What follows belongs to an exercise in optimizing a design on an open flow for small area and a short achievable clock period; a production flow would make more cautious choices. No activity file was given, so power comes from the tool's default toggle rates.

== job 102 ==
## lampFPU_FMA
module lampFPU_FMA( clk,rst,
sign_op1_i,mant_op1_i,exp_op1_i,isZ_op1_i,isInf_op1_i, isSNAN_op1_i, isQNAN_op1_i,
sign_op2_i,mant_op2_i,exp_op2_i,isZ_op2_i,isInf_op2_i, isSNAN_op2_i, isQNAN_op2_i,
sign_op3_i,mant_op3_i,exp_op3_i,isInf_op3_i, isSNAN_op3_i, isQNAN_op3_i,
doFMU_i,is_mult_sub_i,is_add_sub_i,  
res_sign_o,res_mant_o, res_exp_o,
is_Overflow_o,is_Underflow_o,is_to_round_o,valid_o
);
clock: 10.0 ns
lec_check: 0
abc_area: 1
cap_margin: 20
core_margin: 2
core_utilization: 40
cts_buf_list: sky130_fd_sc_hd__clkbuf_8
setup_slack_margin: 4
slew_margin: 20
tns_end_percent: 10
standard.sh (not shown) runs the stock make flow with config.mk's settings and CLKGATE_MAP_FILE= SYNTH_SCRIPT=/design/flow/synth_recipe.tcl, a recipe that flattens the netlist after the stock synthesis.
==> flow/flow/run.sh <==
#!/bin/bash
# Standard layout, except that the port buffers are buf_1 cells instead of
# the delay-cell buffers buffer_ports picks by default. Every port still gets a buffer.
set -euo pipefail
bash standard.sh BUFFER_PORTS_ARGS="-buffer_cell sky130_fd_sc_hd__buf_1" finish > standard_make.log 2>&1
What job 104 does differently from job 102 at the input level:
--- a/flow/design.v
+++ b/flow/design.v
@@ -215,14 +215,15 @@
 	endfunction    
 logic [15:0] prod;
 logic [8:0]  exp_prod;
 logic [10:0] align;              
 logic        op3_only;           
 logic        mult_sign, do_sub;
 logic [23:0] op3_al;
+logic [47:0] op3_sh;
 logic [8:0]  exp_pre;
 logic [8:0]  exp9_prod, exp9_op3;
 logic        chk_valid, chk_inf, chk_nan, chk_sign, chk_spec;
 logic [15:0] prod_r;             
 logic [23:0] op3_r;              
 logic        sub_r;              
 logic        exp_gt_r;           
@@ -232,21 +233,22 @@
 logic        force_ff_r, nan_r, ovf_r, noround_r, valid_r;
 always_comb begin
     mult_sign = sign_op1_i ^ sign_op2_i;
     prod      = mant_op1_i * mant_op2_i;
     exp_prod  = exp_op1_i + exp_op2_i - 9'd127;
     align     = {2'b0, exp_prod} - {2'b0, exp_op3_i} + 11'd9;
     op3_only  = align[10];
+    do_sub    = sign_op1_i ^ sign_op2_i ^ sign_op3_i ^ is_mult_sub_i ^ is_add_sub_i;
+    op3_sh    = {{24{do_sub}}, mant_op3_i ^ {8{do_sub}}, {16{do_sub}}} >> align[4:0];
     if (op3_only)
         op3_al = {9'b0, mant_op3_i, 7'b0};
     else if (align > 11'd23)
-        op3_al = '0;
+        op3_al = {24{do_sub}};
     else
-        op3_al = {mant_op3_i, 16'b0} >> align[4:0];
-    do_sub    = sign_op1_i ^ sign_op2_i ^ sign_op3_i ^ is_mult_sub_i ^ is_add_sub_i;
+        op3_al = op3_sh[23:0];
     exp_pre   = op3_only ? exp_op3_i : exp_prod;
     exp9_prod = {1'b0, exp_prod[7:0]} + 9'd9;
     exp9_op3  = {1'b0, exp_op3_i[7:0]} + 9'd9;
     {chk_valid, chk_inf, chk_nan, chk_sign} = FUNC_calcInfNanRes(
         is_mult_sub_i, is_add_sub_i,
         isZ_op1_i, isInf_op1_i, isSNAN_op1_i, isQNAN_op1_i,
         isZ_op2_i, isInf_op2_i, isSNAN_op2_i, isQNAN_op2_i,
@@ -267,15 +269,15 @@
         force_ff_r <= 1'b0;
         nan_r      <= 1'b0;
         ovf_r      <= 1'b0;
         noround_r  <= 1'b0;
         valid_r    <= 1'b0;
     end else begin
         prod_r     <= op3_only ? 16'b0 : prod;
-        op3_r      <= op3_al ^ {24{do_sub & ~op3_only}};
+        op3_r      <= op3_al;
         sub_r      <= do_sub & ~op3_only;
         exp_gt_r   <= ~align[10] & (align > 11'd9);
         exp_eq_r   <= align == 11'd9;
         exp9_r     <= (op3_only ? exp9_op3 : exp9_prod) ^ 9'd9;
         sign_gt_r  <= chk_spec ? chk_sign : (mult_sign ^ is_mult_sub_i);
         sign_le_r  <= chk_spec ? chk_sign : (sign_op3_i ^ is_add_sub_i);
         force_ff_r <= chk_spec | exp_pre[8];
@@ -289,16 +291,14 @@
 logic [24:0] add_a, add_b, add_p, add_g, grp_g, grp_p, carry, sum;
 logic [31:0] n0, n1, n2, n3, n4, n5;
 logic [4:0]  lz;
 logic        sum_zero;
 logic [8:0]  exp9;
 logic [7:0]  exp_z;
 logic [9:0]  exp_adj;            
-logic [7:0]  exp_hi, exp_hi_m1;   
-logic [2:0]  exp_lo;             
 logic        unf;
 logic [11:0] mant_n;
 logic [7:0]  exp_n;
 always_comb begin
     mult_gt = exp_gt_r | (exp_eq_r & (prod_r[14:7] > (op3_r[14:7] ^ {8{sub_r}})));
     add_a = {9'b0, prod_r};
     add_b = {sub_r, op3_r};
@@ -321,18 +321,15 @@
     lz[3] = ~|n1[31:24]; n2 = lz[3] ? {n1[23:0], 8'b0}  : n1;
     lz[2] = ~|n2[31:28]; n3 = lz[2] ? {n2[27:0], 4'b0}  : n2;
     lz[1] = ~|n3[31:30]; n4 = lz[1] ? {n3[29:0], 2'b0}  : n3;
     lz[0] = ~n4[31];     n5 = lz[0] ? {n4[30:0], 1'b0}  : n4;
     sum_zero = ~|sum[23:0];
     exp9     = exp9_r ^ 9'd9;
     exp_z    = exp9[7:0] - 8'd9;
-    exp_hi    = {1'b0, exp9[8:2]} - {5'b0, lz[4:2]};
-    exp_hi_m1 = exp_hi - 8'd1;
-    exp_lo    = {1'b0, exp9[1:0]} - {1'b0, lz[1:0]};
-    exp_adj   = {exp_lo[2] ? exp_hi_m1 : exp_hi, exp_lo[1:0]};
+    exp_adj  = {1'b0, exp9} - {5'b0, lz};
     unf      = ~sum_zero & exp_adj[9];
     mant_n   = {sum[24] & (lz == 5'd0), n5[31:22], |n5[21:17]};
     exp_n    = sum_zero ? exp_z : (unf ? 8'b0 : exp_adj[7:0]);
 end
 always_ff @(posedge clk) begin
     if (rst) begin
         res_sign_o     <= 1'b0;
### Flow results
- The via count of job 104 is higher than that of job 102.
- Lower cell total after placement goes to job 102 over job 104.
- Relative to job 102, the first-pass GRT wire length measured on job 104 has decreased by a few percent.
- Job 104: fraction of the cycle the final worst path needs is 1.8 points lower than what job 102 reported.
- Job 104 vs job 102: global-route usage down
- For job 104, the startpoint-to-endpoint class of the critical path was in2reg, unlike job 102, where it was reg2reg.
- Setup slack in job 104 is larger than in job 102.
- NOTE average size of a mapped cell job 102->job 104 increased slightly
- Relative to job 102, power drawn by the combinational cells has increased by about 2% in job 104.
- Job 104 against job 102: sequential portion of the cell area dropped 0.50 points, starting density of the core now sits lower, standard cell area after detailed placement now larger.
No functional check of the RTL was part of any run of this note.

[static timing again, ports no longer ideal]
Ports are ideal in the flow. The routed layouts listed here were re-timed in OpenROAD.
Step 1 (the two cells are an assumption about what drives the block):
set clk [get_ports {clk}]
set_driving_cell -lib_cell sky130_fd_sc_hd__clkbuf_16 $clk
set_driving_cell -lib_cell sky130_fd_sc_hd__buf_2 [delete_from_list [all_inputs] $clk]
Step 2, shift: input delay + t, output delay - t, t = (earliest + latest rising clock arrival at the registers) / 2. This alone moves slack from input paths to output paths.
a / b / c = ideal ports / drivers / drivers and shift; a / b = the first two.
| run | t, ns | setup WS [ns] | slew at the worst register clock pin (ns) | worst slew at a driven data input, ns | cell pins on the clock port's net |
|---|---|---|---|---|---|
| job 102 | 0.406 | 3.988 / 3.988 / 3.675 | 0.09 / 0.09 | 0.04 | 1 |
| job 104 | 0.409 | 4.169 / 4.188 / 3.779 | 0.09 / 0.09 | 0.04 | 1 |
After both steps every run listed still meets setup and hold. The setup slack of job 104, which loses most, moves by +0.019 ns with the drivers and by -0.390 ns with both steps.
